Context: an optimization exercise on an open-source flow, tuned for small area and a short achievable clock period. The choices shown serve that exercise and are no tape-out recipe.
In this exercise RTL edits were held to simulation tests only and were not proved equivalent to the original.
The flow treats the clock pin as an ideal source, which a real chip does not have.

## flow/design.v (module list and top-level ports; edited modules follow where they fit)
// module rs_xor2: 3 lines
// module rs_fbg: 3 lines
// module rs_xnor2: 3 lines
// module rs_inv: 3 lines
// module rs_nand2: 3 lines
// module reed_solomon_top: 746 lines
module reed_solomon_top(
    input  wire       clk,
    input  wire       rst_n,
    input  wire [7:0] data_in,
    output wire [7:0] code_out
);
  // ...
==> flow/flow/run.sh <==
#!/bin/bash
set -euo pipefail
HERE=$(pwd)
CTS="-sink_clustering_enable -repair_clock_nets -sink_clustering_size 24 -sink_clustering_max_diameter 100 -dont_use_dummy_load"
DU="sky130_fd_sc_hd__probe_p_8 sky130_fd_sc_hd__probec_p_8 sky130_fd_sc_hd__lpflow_bleeder_1 sky130_fd_sc_hd__lpflow_clkbufkapwr_1 sky130_fd_sc_hd__lpflow_clkbufkapwr_16 sky130_fd_sc_hd__lpflow_clkbufkapwr_2 sky130_fd_sc_hd__lpflow_clkbufkapwr_4 sky130_fd_sc_hd__lpflow_clkbufkapwr_8 sky130_fd_sc_hd__lpflow_clkinvkapwr_1 sky130_fd_sc_hd__lpflow_clkinvkapwr_16 sky130_fd_sc_hd__lpflow_clkinvkapwr_2 sky130_fd_sc_hd__lpflow_clkinvkapwr_4 sky130_fd_sc_hd__lpflow_clkinvkapwr_8 sky130_fd_sc_hd__lpflow_decapkapwr_12 sky130_fd_sc_hd__lpflow_decapkapwr_3 sky130_fd_sc_hd__lpflow_decapkapwr_4 sky130_fd_sc_hd__lpflow_decapkapwr_6 sky130_fd_sc_hd__lpflow_decapkapwr_8 sky130_fd_sc_hd__lpflow_inputiso0n_1 sky130_fd_sc_hd__lpflow_inputiso0p_1 sky130_fd_sc_hd__lpflow_inputiso1n_1 sky130_fd_sc_hd__lpflow_inputiso1p_1 sky130_fd_sc_hd__lpflow_inputisolatch_1 sky130_fd_sc_hd__lpflow_isobufsrc_1 sky130_fd_sc_hd__lpflow_isobufsrc_16 sky130_fd_sc_hd__lpflow_isobufsrc_2 sky130_fd_sc_hd__lpflow_isobufsrc_4 sky130_fd_sc_hd__lpflow_isobufsrc_8 sky130_fd_sc_hd__lpflow_isobufsrckapwr_16 sky130_fd_sc_hd__lpflow_lsbuf_lh_hl_isowell_tap_1 sky130_fd_sc_hd__lpflow_lsbuf_lh_hl_isowell_tap_2 sky130_fd_sc_hd__lpflow_lsbuf_lh_hl_isowell_tap_4 sky130_fd_sc_hd__lpflow_lsbuf_lh_isowell_4 sky130_fd_sc_hd__lpflow_lsbuf_lh_isowell_tap_1 sky130_fd_sc_hd__lpflow_lsbuf_lh_isowell_tap_2 sky130_fd_sc_hd__lpflow_lsbuf_lh_isowell_tap_4 sky130_fd_sc_hd__xor2_4 sky130_fd_sc_hd__xnor2_4"
ARGS=("SKIP_INCREMENTAL_REPAIR=1" "BUFFER_PORTS_ARGS=-buffer_cell sky130_fd_sc_hd__buf_2" "CTS_ARGS=$CTS" "DONT_USE_CELLS=$DU")
bash standard.sh "${ARGS[@]}" cts > standard_cts.log 2>&1
RES=$HERE/orfs/results/sky130hd/reed_solomon_top/base
MARGIN=$(sed -n 's/^export SETUP_SLACK_MARGIN *= *//p' config.mk)
RES=$RES TARGET=$MARGIN LIB=$FLOW_HOME/platforms/sky130hd/lib/sky130_fd_sc_hd__tt_025C_1v80.lib \
  openroad -no_init -exit flow/recover.tcl > recover.log 2>&1
bash standard.sh "${ARGS[@]}" finish > standard.log 2>&1
==> flow/flow/recover.tcl <==
# Area recovery after CTS: downsize combinational cells (never flip-flops or clock cells)
# one at a time, keeping each change only if the worst setup slack stays at or above the
# target and no max-slew / max-capacitance violation appears.
set res $::env(RES)
set target $::env(TARGET)
read_db $res/4_cts.odb
read_liberty $::env(LIB)
read_sdc $res/4_cts.sdc
source $::env(FLOW_HOME)/platforms/sky130hd/setRC.tcl
set_propagated_clock [all_clocks]
estimate_parasitics -placement
report_design_area
report_worst_slack
# never ask for more than the slack timing repair reached
set ws [expr {[sta::worst_slack_cmd max]*1e9}]
if {$ws < $target} { set target [expr {$ws - 0.005}] }
puts "recovery target slack $target"

proc smaller_cells {name} {
  if {![regexp {^(sky130_fd_sc_hd__)(.*)_([0-9]+)$} $name -> pre base drv]} { return {} }
  set out {}
  foreach d {0 1 2 4 6 8 12 16} {
    if {$d >= $drv} break
    set c "${pre}${base}_$d"
    if {[llength [get_lib_cells -quiet */$c]] > 0} { lappend out $c }
  }
  return $out
}
set insts {}
foreach inst [get_cells *] {
  set lc [get_property $inst ref_name]
  if {[regexp {df|clkbuf|clkinv|dly|tap|fill|decap} $lc]} continue
  if {[llength [smaller_cells $lc]] == 0} continue
  lappend insts $inst
}
puts "candidates: [llength $insts]"
set slew0 [sta::max_slew_violation_count]
set cap0 [sta::max_capacitance_violation_count]
set n 0
foreach inst $insts {
  set lc [get_property $inst ref_name]
  foreach c [smaller_cells $lc] {
    replace_cell $inst [lindex [get_lib_cells */$c] 0]
    estimate_parasitics -placement
    if {[sta::worst_slack_cmd max] >= $target*1e-9 && [sta::max_slew_violation_count] <= $slew0 && [sta::max_capacitance_violation_count] <= $cap0} {
      puts "resized [get_full_name $inst] $lc -> $c"
      incr n
      break
    }
    replace_cell $inst [lindex [get_lib_cells */$lc] 0]
    estimate_parasitics -placement
  }
}
puts "downsized $n instances"
report_design_area
report_worst_slack
write_db $res/4_cts.odb
==> flow/standard.sh <==
#!/bin/bash
# synth_recipe.tcl (not shown) runs the flow's synth.tcl, then flattens the netlist and writes it again
# the make line also repeats each setting of config.mk as NAME=value (left out here)
make -C /OpenROAD-flow-scripts/flow DESIGN_CONFIG=/design/flow/config.mk WORK_HOME=/design/flow/orfs CLKGATE_MAP_FILE= SYNTH_SCRIPT=/design/flow/synth_recipe.tcl "${@:-finish}"
==> flow/config.mk <==
export PLATFORM = sky130hd
export DESIGN_NAME = reed_solomon_top
export DESIGN_NICKNAME = reed_solomon_top
export VERILOG_FILES = /design/flow/design.v
export SDC_FILE = /design/flow/constraint.sdc
export NUM_CORES = 4
export LEC_CHECK = 0
export CAP_MARGIN = 20
export CORE_MARGIN = 2
export CORE_UTILIZATION = 40
export CTS_CLUSTER_DIAMETER = 100
export CTS_CLUSTER_SIZE = 24
export SETUP_SLACK_MARGIN = 1.8
export SLEW_MARGIN = 20
export SYNTH_HIERARCHICAL = 1
export SYNTH_MINIMUM_KEEP_SIZE = 0
==> flow/constraint.sdc <==
create_clock -name core_clock -period 4.0 [get_ports {clk}]
set_input_delay 0.8000 -clock core_clock [delete_from_list [all_inputs] [get_ports {clk}]]
set_output_delay 0.8000 -clock core_clock [all_outputs]
set_load 0.01 [all_outputs]
==> impl_metrics.ini, run 1 <==
[hold_path]
hold_start = rem[27]

[layout]
final_util_pct = 46.8
areaGrowthSynthToFinish_pct = 15.7
clock_area_share_pct = 2.90
inv_count = 2
drive_gt1_share_pct = 15.3
multi_input_gates = 516

[clock_network]
post-cts-setup-buffers = 64
cts_tree = done
cts_sinks = 271
ctsHoldBuffers = 0

[floorplan]
die_w_um = 171
io_pins = 18

[global_route]
grt_max_degree = 114

[logic_synthesis]
syn_nets = 799
synth-simple-area-share_pct = 2.56
synth_warnings = 7
synth_seq_cells = 271
async_flop_share_pct = 100
synth.area.top_cells = dfrtp_1 60%, xor2_1 25%, xnor2_1 11%
syn-cell-area_um2 = 11200

[timing]
finalClockSkew_ns = 0.0467
worst_slew_pin_slew_ns = 1.09

[critical_path]
worstReg2RegStart = rem[250]
path_cells = buf_2, xor2_2, buf_4, nand2b_2, xor2_2, xor2_1, xor2_1
end_kind = register

[run_status]
outcome = no timing/DRC/antenna violations

[placement]
dp_hpwl_mm = 20.4
==> inputs of run 2 (changes only) <==
--- a/flow/flow/run.sh
+++ b/flow/flow/run.sh
@@ -3,7 +3,7 @@
 HERE=$(pwd)
 CTS="-sink_clustering_enable -repair_clock_nets -sink_clustering_size 24 -sink_clustering_max_diameter 100 -dont_use_dummy_load"
 DU="sky130_fd_sc_hd__probe_p_8 sky130_fd_sc_hd__probec_p_8 sky130_fd_sc_hd__lpflow_bleeder_1 sky130_fd_sc_hd__lpflow_clkbufkapwr_1 sky130_fd_sc_hd__lpflow_clkbufkapwr_16 sky130_fd_sc_hd__lpflow_clkbufkapwr_2 sky130_fd_sc_hd__lpflow_clkbufkapwr_4 sky130_fd_sc_hd__lpflow_clkbufkapwr_8 sky130_fd_sc_hd__lpflow_clkinvkapwr_1 sky130_fd_sc_hd__lpflow_clkinvkapwr_16 sky130_fd_sc_hd__lpflow_clkinvkapwr_2 sky130_fd_sc_hd__lpflow_clkinvkapwr_4 sky130_fd_sc_hd__lpflow_clkinvkapwr_8 sky130_fd_sc_hd__lpflow_decapkapwr_12 sky130_fd_sc_hd__lpflow_decapkapwr_3 sky130_fd_sc_hd__lpflow_decapkapwr_4 sky130_fd_sc_hd__lpflow_decapkapwr_6 sky130_fd_sc_hd__lpflow_decapkapwr_8 sky130_fd_sc_hd__lpflow_inputiso0n_1 sky130_fd_sc_hd__lpflow_inputiso0p_1 sky130_fd_sc_hd__lpflow_inputiso1n_1 sky130_fd_sc_hd__lpflow_inputiso1p_1 sky130_fd_sc_hd__lpflow_inputisolatch_1 sky130_fd_sc_hd__lpflow_isobufsrc_1 sky130_fd_sc_hd__lpflow_isobufsrc_16 sky130_fd_sc_hd__lpflow_isobufsrc_2 sky130_fd_sc_hd__lpflow_isobufsrc_4 sky130_fd_sc_hd__lpflow_isobufsrc_8 sky130_fd_sc_hd__lpflow_isobufsrckapwr_16 sky130_fd_sc_hd__lpflow_lsbuf_lh_hl_isowell_tap_1 sky130_fd_sc_hd__lpflow_lsbuf_lh_hl_isowell_tap_2 sky130_fd_sc_hd__lpflow_lsbuf_lh_hl_isowell_tap_4 sky130_fd_sc_hd__lpflow_lsbuf_lh_isowell_4 sky130_fd_sc_hd__lpflow_lsbuf_lh_isowell_tap_1 sky130_fd_sc_hd__lpflow_lsbuf_lh_isowell_tap_2 sky130_fd_sc_hd__lpflow_lsbuf_lh_isowell_tap_4 sky130_fd_sc_hd__xor2_4 sky130_fd_sc_hd__xnor2_4"
-ARGS=("SKIP_INCREMENTAL_REPAIR=1" "BUFFER_PORTS_ARGS=-buffer_cell sky130_fd_sc_hd__buf_2" "CTS_ARGS=$CTS" "DONT_USE_CELLS=$DU")
+ARGS=("BUFFER_PORTS_ARGS=-buffer_cell sky130_fd_sc_hd__buf_2" "CTS_ARGS=$CTS" "DONT_USE_CELLS=$DU")
 bash standard.sh "${ARGS[@]}" cts > standard_cts.log 2>&1
 RES=$HERE/orfs/results/sky130hd/reed_solomon_top/base
 MARGIN=$(sed -n 's/^export SETUP_SLACK_MARGIN *= *//p' config.mk)
--- a/flow/flow/recover.tcl
+++ b/flow/flow/recover.tcl
@@ -1,6 +1,7 @@
-# Area recovery after CTS: downsize combinational cells (never flip-flops or clock cells)
-# one at a time, keeping each change only if the worst setup slack stays at or above the
-# target and no max-slew / max-capacitance violation appears.
+# Area recovery after CTS: remove data-path buffers (not port buffers), then downsize
+# combinational cells (never flip-flops or clock cells), one at a time, keeping each change
+# only if the worst setup slack stays at or above the target and no max-slew /
+# max-capacitance violation appears.
 set res $::env(RES)
 set target $::env(TARGET)
 read_db $res/4_cts.odb
@@ -15,6 +16,40 @@
 set ws [expr {[sta::worst_slack_cmd max]*1e9}]
 if {$ws < $target} { set target [expr {$ws - 0.005}] }
 puts "recovery target slack $target"
+
+set slew0 [sta::max_slew_violation_count]
+set cap0 [sta::max_capacitance_violation_count]
+proc try_remove_buffer {name target} {
+  set block [ord::get_db_block]
+  set dbi [$block findInst $name]
+  set in_it [$dbi findITerm A]; set out_it [$dbi findITerm X]
+  if {$in_it == "NULL" || $out_it == "NULL"} { return 0 }
+  set nin [$in_it getNet]; set nout [$out_it getNet]
+  if {$nin == "NULL" || $nout == "NULL"} { return 0 }
+  if {[llength [$nout getBTerms]] > 0 || [llength [$nin getBTerms]] > 0} { return 0 }
+  set loads {}
+  foreach it [$nout getITerms] { if {[$it getInst] != $dbi} { lappend loads $it } }
+  foreach it $loads { $it disconnect; $it connect $nin }
+  estimate_parasitics -placement
+  if {[sta::worst_slack_cmd max] >= $target*1e-9 && [sta::max_slew_violation_count] <= $::slew0 && [sta::max_capacitance_violation_count] <= $::cap0} {
+    $in_it disconnect
+    odb::dbInst_destroy $dbi
+    odb::dbNet_destroy $nout
+    return 1
+  }
+  foreach it $loads { $it disconnect; $it connect $nout }
+  estimate_parasitics -placement
+  return 0
+}
+set nb 0
+foreach inst [get_cells *] {
+  set lc [get_property $inst ref_name]
+  if {![regexp {__buf_[0-9]+$} $lc]} continue
+  set nm [get_full_name $inst]
+  if {[regexp {^(input|output)} $nm]} continue
+  if {[try_remove_buffer $nm $target]} { puts "removed buffer $nm"; incr nb }
+}
+puts "removed $nb buffers"
 
 proc smaller_cells {name} {
   if {![regexp {^(sky130_fd_sc_hd__)(.*)_([0-9]+)$} $name -> pre base drv]} { return {} }
@@ -34,8 +69,6 @@
   lappend insts $inst
 }
 puts "candidates: [llength $insts]"
-set slew0 [sta::max_slew_violation_count]
-set cap0 [sta::max_capacitance_violation_count]
 set n 0
 foreach inst $insts {
   set lc [get_property $inst ref_name]
==> impl_metrics.ini, run 2 <==
[global_route]
grt_pass1_wl_mm = 42.2
grt_pass1_vias = 6136
grtUsageTotal_pct = 20.7
overflow = 0
antenna_found_initial = 0
grt_max_degree = 177

[logic_synthesis]
ys_seq_area_share_pct = 60.7
syn_nets = 799
syn-cell-area_um2 = 11200
synth-simple-area-share_pct = 2.56
yosys.area_share.adder_pct = 0
yosysTopAreaCellShare_pct = 60.2
synth_warnings = 7
synthTopCellsByCount = 321 x xor2_1, 269 x dfrtp_1, 136 x xnor2_1, 25 x nand2b_1, 24 x nand2_1
synth.area.top_cells = dfrtp_1 60%, xor2_1 25%, xnor2_1 11%
async_flop_share_pct = 100
yosysMostFrequentCell = xor2_1
dominantRegCellSynth = dfrtp_1
avgSynthCellArea_um2 = 14.2
synthMuxAreaShare_pct = 0.895
yosysUniqueCellTypes = 12
synth_compound_area_share_pct = 0
synth-edff-count = 0
yosys.area.top_type = dfrtp_1
synth_seq_cells = 271
postSynthCellCount = 789
synth_top_family_by_area = XOR/XNOR gates
synth_xor_area_share_pct = 35.8

[floorplan]
rows = 61
die_h_um = 171
die_w_um = 171
io_pins = 18
start_util_pct = 40.5
die-area_um2 = 29300
core_area_um2 = 27600

[critical_path]
crit_type = reg2out
cp_data_arrival_time_ns = 1.41
crit_fanout = 5
crit_required_ns = 3.20
cp-start-kind = register
path_cells = buf_4, nand2_1, nand2_1, buf_2
crit_buf_inv = 2
path_common_cell = nand2_1
r2r_setup_slack_ns = 1.84
end_kind = output pin
critPathTopFamily = flip-flops
slowest_delay_ns = 0.56
critPathSlowestCell = dfstp_2

[run_status]
outcome = no timing/DRC/antenna violations

[timing]
fin_tns_setup_ns = 0
drv_slew = 0
fin_ws_ns = 1.79
finalClockSkew_ns = 0.0492
post-route-period-util_pct = 55.3
holdWs_ns = 0.282
setup_viol = 0
hold_viol_final = 0
period_needed_ns = 2.21
rsz0062_at_grt = true
max-slew-margin-rel_pct = 52.7
worst_slew_pin_slew_ns = 0.709
timing.fmax_mhz = 452

[clock_network]
clk_pin_slew_ns = 0.09
clockBufferDepth = 3
cts_buffers = 15
ctsHoldBuffers = 0
clk_latency_ns = 0.50
h-tree-depth = 1
cts_tree = done
cts_root_buf = clkbuf_16
cts_sinks = 271

[layout]
regArea_um2 = 6780
fillers = 2479
diodes = 0
stdcell_area_um2 = 13300
multi_input_area_um2 = 5010
areaGrowthSynthToFinish_pct = 19.3
top_regs = rem x256, st x8, pz x5
nNetsFinal = 921
layout_commonest_cell = dfrtp_1
largest_register_ffs = 256
drive_gt1_share_pct = 22.1
top_register = rem
final_cell_mix = 269 x dfrtp_1, 256 x xor2_1, 135 x xnor2_1

[hold_path]
hold_class = in2async

[placement]
gp_congestion = 0.856
io_buffers = 17
dp_hpwl_mm = 20.4
place_area_um2 = 12500
dpl_worst_slack_ns = 0.720

[detailed_routing]
ant_nets = 0
vias = 5699
drc = 0
wire_per_inst_um = 22.4
avgViaCountPerCell = 4.43
routed_wirelength_mm = 28.9
drt_first_pass_iters = 4
first_iter_violations = 409

[run]
max_cap_viol_count = 0
-- run 2: cell counts after synthesis --
Identical to the previous run, type by type.
-- run 2: per-module statistics from Yosys (local to each module, per instance) --
module | times used | flops+latches | cell area [um2]
reed_solomon_top | 1 | 271 | 6950
rs_inv | 1 | 0 | 3.75
rs_xor2 | 320 | 0 | 8.76
rs_xnor2 | 134 | 0 | 8.76
rs_nand2 | 24 | 0 | 3.75
rs_fbg | 25 | 0 | 6.26
-- run 2: logic make-up (layout without fill, tap and decap cells) --
logic type / Yosys count / count (layout)
XOR/XNOR: 457 / 457
flip-flops: 271 / 271
AND/OR/NAND/NOR: 52 / 52
multiplexers: 7 / 7
buffers and inverters: 2 / 122
-- run 2: worst reg2reg max path: cells and delay by family (launching register included) --
kind,cells,cell delay (ns)
flip-flops,1,0.41
XOR/XNOR,4,0.74
buffers and inverters,3,0.61
AND/OR/NAND/NOR,1,0.28
-- run 2: routing by layer --
| layer | GRT usage [%] | wire, um |
|---|---|---|
| met1 | 30.0 | 13000 |
| met4 | 6.45 | 891 |
| met2 | 32.1 | 13600 |
| met5 | 0 | 0 |
| met3 | 3.29 | 1380 |
-- run 2: cell type report --
class                           count  share of cell area, %
Clock buffer                       15                   2.81
Inverter                            2                 0.0563
Multi-Input combinational cell    516                   37.5
Sequential cell                   271                   50.9
Tap cell                          378                   3.55
Timing Repair Buffer              105                   5.20
-- run 2: what timing repair did --
action	CTS	global route
pin swaps	31	18
buffers inserted	64	36
resized for setup	12	34
endpoints found under the setup margin	178	141
-- run 2: worst paths after layout --
check / startpoint / endpoint / cells after the start
max in group asynchronous: rst_n / rem[13] / 3
worst max-delay path: dn / code_out[6] / 4
worst min register to register: rem[27] / rem[35] / 1
worst min-delay path: rst_n / st[7] / 1
worst max register to register: rem[248] / rem[192] / 8
min in group core_clock: rem[27] / rem[35] / 1
-- run 2: stage by stage --
step                      instances  utilization, %
final                          1287            48.3
after global placement         1199            45.3
after global routing           1287            48.3
after CTS                      1278            48.9
after floorplan                 789               -
after detailed placement       1199            45.3
==> inputs of run 3 (changes only) <==
--- a/flow/config.mk
+++ b/flow/config.mk
@@ -10,7 +10,7 @@
 export CORE_UTILIZATION = 40
 export CTS_CLUSTER_DIAMETER = 100
 export CTS_CLUSTER_SIZE = 24
-export SETUP_SLACK_MARGIN = 1.8
+export SETUP_SLACK_MARGIN = 1.85
 export SLEW_MARGIN = 20
 export SYNTH_HIERARCHICAL = 1
 export SYNTH_MINIMUM_KEEP_SIZE = 0
==> impl_metrics.ini, run 3 <==
[floorplan]
rows = 61
die_w_um = 171
die-area_um2 = 29300
core_area_um2 = 27600
start_util_pct = 40.5
die_h_um = 171
io_pins = 18

[logic_synthesis]
yosysUniqueCellTypes = 12
synth_seq_cells = 271
yosysTopAreaCellShare_pct = 60.2
synth.area.top_cells = dfrtp_1 60%, xor2_1 25%, xnor2_1 11%
avgSynthCellArea_um2 = 14.2
syn-cell-area_um2 = 11200
postSynthCellCount = 789
syn_nets = 799
synth_warnings = 7
synthTopCellsByCount = 321 x xor2_1, 269 x dfrtp_1, 136 x xnor2_1, 25 x nand2b_1, 24 x nand2_1
ys_seq_area_share_pct = 60.7
dominantRegCellSynth = dfrtp_1
yosys.area.top_type = dfrtp_1
yosysMostFrequentCell = xor2_1
synth-edff-count = 0
async_flop_share_pct = 100

[layout]
nNetsFinal = 954
regArea_um2 = 6780
top_register = rem
top_regs = rem x256, st x8, pz x5
final_cell_mix = 269 x dfrtp_1, 252 x xor2_1, 134 x xnor2_1
fillers = 2460
diodes = 0
drive_gt1_share_pct = 23.9
areaGrowthSynthToFinish_pct = 21.6
layout_commonest_cell = dfrtp_1
largest_register_ffs = 256
multi_input_area_um2 = 5020

[critical_path]
slowest_delay_ns = 0.29
worstReg2RegStart = rem[248]
startpoint = data_in[0]
end_kind = register
crit_fanout = 7
cp_data_arrival_time_ns = 2.59
crit_type = in2reg
path_common_cell = buf_4
crit_buf_inv = 4
cp-start-kind = input pin
critPathTopFamily = XOR/XNOR gates
crit_required_ns = 4.42
critPathSlowestCell = xor2_2
path_cells = buf_2, xor2_1, buf_4, nand2b_2, xor2_2, buf_4, xor2_2, buf_4, xor2_1

[clock_network]
clockBufferDepth = 3
cts_root_buf = clkbuf_16
ctsHoldBuffers = 0
cts_buffers = 15
cts_tree = done
clk_pin_slew_ns = 0.09
h-tree-depth = 1
cts_sinks = 271
clk_latency_ns = 0.50

[timing]
timing.fmax_mhz = 461
setup_viol = 0
rsz0062_at_grt = true
hold_viol_final = 0
fin_tns_setup_ns = 0
worst_slew_pin_slew_ns = 0.638
finalClockSkew_ns = 0.0487
drv_slew = 0
period_needed_ns = 2.17
max-slew-margin-rel_pct = 57.3
post-route-period-util_pct = 54.2

[global_route]
overflow = 0
grt_pass1_wl_mm = 42.6
grt_pass1_vias = 6276
grtUsageTotal_pct = 20.9
antenna_found_initial = 0
grt_max_degree = 185

[detailed_routing]
ant_nets = 0
first_iter_violations = 430
routed_wirelength_mm = 29.5
drt_first_pass_iters = 5
avgViaCountPerCell = 4.55
wire_per_inst_um = 22.4
vias = 6001
drc = 0

[run]
max_cap_viol_count = 0

[placement]
gp_congestion = 0.877
io_buffers = 17
dp_hpwl_mm = 20.7

[hold_path]
hold_class = in2async

[run_status]
outcome = no timing/DRC/antenna violations
==> run 3: cell types whose count changed in the layout (fill, tap and decap cells not counted), sizes merged <==
cell / delta
buf: +33
==> run 3: worst reg2reg max path: cells and delay by family (launching register included) <==
family	cells	cell delay, ns
flip-flops	1	0.40
buffers and inverters	3	0.56
XOR/XNOR	4	0.83
AND/OR/NAND/NOR	1	0.29
==> run 3: cell type report <==
class                           count  area share (%)
Clock buffer                       15            2.76
Inverter                            2          0.0552
Multi-Input combinational cell    516            36.9
Sequential cell                   271            49.9
Tap cell                          378            3.48
Timing Repair Buffer              138            6.91
==> run 3: metal layers <==
metal  up-vias  wire, um  global-route usage, %
li1       2649         -                      -
met1      3174     13100                   29.0
met2       136     14300                   34.1
met3        42      1330                   3.36
met4         0       802                   6.04
met5         -         0                      0
==> run 3: cell families (layout without fill, tap and decap cells) <==
family	Yosys count	in the layout	synth area share (%)
and+or+nand+nor	52	52	2.56
xor gates and xnor gates	457	457	35.8
muxes	7	7	0.895
buffers and inverters	2	155	0.0672
DFF	271	271	60.7
==> run 3: timing repair <==
action                                  4_1_cts  5_1_grt
gates resized for setup                      11       54
gates cloned                                  0        0
buffers inserted                             95       50
endpoints found under the setup margin      206      189
pin swaps                                    41       23
==> run 3: metrics by stage <==
step | utilization [%] | hold WS (ns) | worst slack (ns) | instance area (um2) | cells
final | 49.2 | 0.280 | 1.83 | 13600 | 1320
after global routing | 49.2 | 0.331 | 1.74 | 13600 | 1320
after CTS | 49.8 | 0.370 | 1.80 | 13800 | 1308
after detailed placement | 45.3 | 0.365 | 0.800 | 12500 | 1198
after global placement | 45.3 | 0.358 | 0.758 | 12500 | 1198
after floorplan | - | 0.355 | 1.70 | 11800 | 789
==> run 3: final timing paths <==
path                                 end  slack, ns  cells past startpoint
worst max-delay path            rem[192]       1.83                      9
worst min-delay path                  po       0.28                      1
worst max register to register  rem[192]       1.85                      8
max in group asynchronous       rem[112]       2.28                      3
worst min register to register     st[7]       0.38                      0
min in group core_clock            st[7]       0.38                      0
==> run 3: modules after synthesis, one instance, submodules excluded <==
module,area (um2),flops+latches,cells,copies in the design
rs_fbg,6.26,0,1,25
rs_nand2,3.75,0,1,24
reed_solomon_top,6950,271,285,1
rs_xor2,8.76,0,1,320
rs_xnor2,8.76,0,1,134
rs_inv,3.75,0,1,1
==> inputs of run 4 (changes only) <==
--- a/flow/flow/run.sh
+++ b/flow/flow/run.sh
@@ -3,7 +3,7 @@
 HERE=$(pwd)
 CTS="-sink_clustering_enable -repair_clock_nets -sink_clustering_size 24 -sink_clustering_max_diameter 100 -dont_use_dummy_load"
 DU="sky130_fd_sc_hd__probe_p_8 sky130_fd_sc_hd__probec_p_8 sky130_fd_sc_hd__lpflow_bleeder_1 sky130_fd_sc_hd__lpflow_clkbufkapwr_1 sky130_fd_sc_hd__lpflow_clkbufkapwr_16 sky130_fd_sc_hd__lpflow_clkbufkapwr_2 sky130_fd_sc_hd__lpflow_clkbufkapwr_4 sky130_fd_sc_hd__lpflow_clkbufkapwr_8 sky130_fd_sc_hd__lpflow_clkinvkapwr_1 sky130_fd_sc_hd__lpflow_clkinvkapwr_16 sky130_fd_sc_hd__lpflow_clkinvkapwr_2 sky130_fd_sc_hd__lpflow_clkinvkapwr_4 sky130_fd_sc_hd__lpflow_clkinvkapwr_8 sky130_fd_sc_hd__lpflow_decapkapwr_12 sky130_fd_sc_hd__lpflow_decapkapwr_3 sky130_fd_sc_hd__lpflow_decapkapwr_4 sky130_fd_sc_hd__lpflow_decapkapwr_6 sky130_fd_sc_hd__lpflow_decapkapwr_8 sky130_fd_sc_hd__lpflow_inputiso0n_1 sky130_fd_sc_hd__lpflow_inputiso0p_1 sky130_fd_sc_hd__lpflow_inputiso1n_1 sky130_fd_sc_hd__lpflow_inputiso1p_1 sky130_fd_sc_hd__lpflow_inputisolatch_1 sky130_fd_sc_hd__lpflow_isobufsrc_1 sky130_fd_sc_hd__lpflow_isobufsrc_16 sky130_fd_sc_hd__lpflow_isobufsrc_2 sky130_fd_sc_hd__lpflow_isobufsrc_4 sky130_fd_sc_hd__lpflow_isobufsrc_8 sky130_fd_sc_hd__lpflow_isobufsrckapwr_16 sky130_fd_sc_hd__lpflow_lsbuf_lh_hl_isowell_tap_1 sky130_fd_sc_hd__lpflow_lsbuf_lh_hl_isowell_tap_2 sky130_fd_sc_hd__lpflow_lsbuf_lh_hl_isowell_tap_4 sky130_fd_sc_hd__lpflow_lsbuf_lh_isowell_4 sky130_fd_sc_hd__lpflow_lsbuf_lh_isowell_tap_1 sky130_fd_sc_hd__lpflow_lsbuf_lh_isowell_tap_2 sky130_fd_sc_hd__lpflow_lsbuf_lh_isowell_tap_4 sky130_fd_sc_hd__xor2_4 sky130_fd_sc_hd__xnor2_4"
-ARGS=("BUFFER_PORTS_ARGS=-buffer_cell sky130_fd_sc_hd__buf_2" "CTS_ARGS=$CTS" "DONT_USE_CELLS=$DU")
+ARGS=("SKIP_INCREMENTAL_REPAIR=1" "BUFFER_PORTS_ARGS=-buffer_cell sky130_fd_sc_hd__buf_2" "CTS_ARGS=$CTS" "DONT_USE_CELLS=$DU")
 bash standard.sh "${ARGS[@]}" cts > standard_cts.log 2>&1
 RES=$HERE/orfs/results/sky130hd/reed_solomon_top/base
 MARGIN=$(sed -n 's/^export SETUP_SLACK_MARGIN *= *//p' config.mk)
--- a/flow/config.mk
+++ b/flow/config.mk
@@ -10,7 +10,7 @@
 export CORE_UTILIZATION = 40
 export CTS_CLUSTER_DIAMETER = 100
 export CTS_CLUSTER_SIZE = 24
-export SETUP_SLACK_MARGIN = 1.85
+export SETUP_SLACK_MARGIN = 1.9
 export SLEW_MARGIN = 20
 export SYNTH_HIERARCHICAL = 1
 export SYNTH_MINIMUM_KEEP_SIZE = 0
==> impl_metrics.ini, run 4 <==
[timing]
fin_tns_setup_ns = 0
holdWs_ns = 0.379
finalClockSkew_ns = 0.0476
setup_viol = 0
drv_slew = 0
post-route-period-util_pct = 56.8
worst_slew_pin_slew_ns = 1.37
max-slew-margin-rel_pct = 8.59
timing.fmax_mhz = 440
period_needed_ns = 2.27
hold_viol_final = 0

[hold_path]
hold_class = reg2reg

[layout]
final_cell_mix = 278 x xor2_1, 269 x dfrtp_1, 136 x xnor2_1
diodes = 0
top_regs = rem x256, st x8, pz x5
multi_input_area_um2 = 4790
nNetsFinal = 889
finalNonFillerCells = 1255
regArea_um2 = 6780
stdcell_area_um2 = 12800
largest_register_ffs = 256
areaGrowthSynthToFinish_pct = 14.9
drive_gt1_share_pct = 16.1
top_register = rem
layout_commonest_cell = xor2_1
fillers = 2507

[clock_network]
clockBufferDepth = 3
post-cts-setup-buffers = 91
cts_buffers = 15
cts.repair.resized = 16
cts_sinks = 271
clk_latency_ns = 0.50
cts_root_buf = clkbuf_16
clk_pin_slew_ns = 0.10
cts_tree = done
h-tree-depth = 1
ctsHoldBuffers = 0

[logic_synthesis]
yosysMostFrequentCell = xor2_1
syn-cell-area_um2 = 11200
postSynthCellCount = 789
async_flop_share_pct = 100
yosys.area.top_type = dfrtp_1
ys_seq_area_share_pct = 60.7
syn_nets = 799
synthTopCellsByCount = 321 x xor2_1, 269 x dfrtp_1, 136 x xnor2_1, 25 x nand2b_1, 24 x nand2_1
avgSynthCellArea_um2 = 14.2
synth-edff-count = 0
yosysUniqueCellTypes = 12
yosysTopAreaCellShare_pct = 60.2
synth_seq_cells = 271
dominantRegCellSynth = dfrtp_1
synth.area.top_cells = dfrtp_1 60%, xor2_1 25%, xnor2_1 11%
synth_warnings = 7

[run]
max_cap_viol_count = 0

[global_route]
antenna_found_initial = 1
grtUsageTotal_pct = 21.1
grt_max_degree = 169
grt_pass1_wl_mm = 43.4
grt_pass1_vias = 6196
overflow = 0

[run_status]
outcome = no timing/DRC/antenna violations

[detailed_routing]
routed_wirelength_mm = 29.2
ant_nets = 0
first_iter_violations = 372
avgViaCountPerCell = 4.55
wire_per_inst_um = 23.3
drt_first_pass_iters = 4
drc = 0
vias = 5714

[floorplan]
io_pins = 18
die_h_um = 171
rows = 61
start_util_pct = 40.5
core_area_um2 = 27600
die_w_um = 171
die-area_um2 = 29300

[critical_path]
end_kind = register
crit_required_ns = 4.36
cp-start-kind = input pin
crit_type = in2reg
cp_data_arrival_time_ns = 2.64
crit_fanout = 8

[placement]
place_area_um2 = 12500
dp_hpwl_mm = 20.6
dp.cells = 1205
io_buffers = 17
gp_congestion = 0.840
==> run 4: final cells by class <==
| type | count | area share (%) |
|---|---|---|
| inverter | 2 | 0.0584 |
| sequential | 271 | 52.8 |
| clock buffer | 15 | 2.92 |
| tap | 378 | 3.68 |
| multi-input combinational | 516 | 37.3 |
| timing repair buffer | 73 | 3.20 |
==> run 4: path summary, 6_finish.rpt <==
| path | start | to | slack, ns | depth (start not counted) |
|---|---|---|---|---|
| max | data_in[7] | rem[149] | 1.73 | 7 |
| max in group asynchronous | rst_n | rem[129] | 2.05 | 2 |
| min in group asynchronous | rst_n | st[1] | 0.41 | 1 |
| max reg2reg | rem[255] | rem[149] | 1.76 | 6 |
| min reg2reg | rem[82] | rem[90] | 0.38 | 1 |
| min | rem[82] | rem[90] | 0.38 | 1 |
==> run 4: logic make-up (layout without fill, tap and decap cells) <==
logic type / Yosys count / after routing / synth area share (%)
mux: 7 / 7 / 0.895
xor+xnor: 457 / 457 / 35.8
simple gates: 52 / 52 / 2.56
flops: 271 / 271 / 60.7
buf+inv: 2 / 90 / 0.0672
==> run 4: per-stage QoR <==
step / setup slack, ns / utilization [%]
after global placement: 0.577 / 45.4
after floorplan: 1.70 / -
after detailed placement: 0.621 / 45.4
after CTS: 1.78 / 50.0
after global routing: 1.65 / 46.5
final: 1.73 / 46.5
==> run 4: metal layers <==
| layer | vias up | global-route usage, % | share of wire, % |
|---|---|---|---|
| met1 | 3042 | 30.1 | 46 |
| li1 | 2529 | - | - |
| met5 | - | 0 | 0 |
| met3 | 39 | 3.13 | 4.2 |
| met4 | 0 | 6.60 | 3.4 |
| met2 | 104 | 33.4 | 46 |
==> run 4: Yosys stat by module, one instance, submodules excluded <==
module | flops+latches | cells inside
reed_solomon_top | 271 | 285
rs_xnor2 | 0 | 1
rs_xor2 | 0 | 1
rs_fbg | 0 | 1
rs_inv | 0 | 1
rs_nand2 | 0 | 1
==> run 4: worst max-delay path, cell delays in order <==
cell and delay, ns:
buf_2 0.12, xor2_2 0.28, nand2b_4 0.24, xor2_2 0.38
buf_4 0.21, xor2_1 0.41, xnor2_1 0.18

==> re-timing with driven ports <==
In the flow no input, the clock included, has a driving cell. The finished layouts below were timed again as built, in two steps.
Step 1 sets driving cells, clkbuf_16 on the clock port and buf_2 on the other inputs (assumed; they add their load-dependent delay and slew).
Step 2 also shifts input and output timing later by t, the mid clock arrival at the registers, as if the neighbouring blocks saw the same clock.
Three values: ideal, step 1, step 2; two values: the first two.
| run | t, ns | setup WS [ns] | clock arrival spread, ns | worst data-port slew with drivers (ns) | cell pins on the clock port's net |
|---|---|---|---|---|---|
| run 1 | 0.522 | 1.729 / 1.742 / 1.237 | 0.047 / 0.047 | 0.04 | 1 |
| run 2 | 0.523 | 1.786 / 1.736 / 1.315 | 0.050 / 0.050 | 0.05 | 1 |
| run 3 | 0.522 | 1.832 / 1.787 / 1.335 | 0.050 / 0.050 | 0.05 | 1 |
| run 4 | 0.524 | 1.729 / 1.747 / 1.234 | 0.050 / 0.051 | 0.05 | 1 |
After both steps every run listed still meets setup and hold. The setup slack of run 3, which loses most, moves by -0.045 ns with the drivers and by -0.497 ns with both steps.
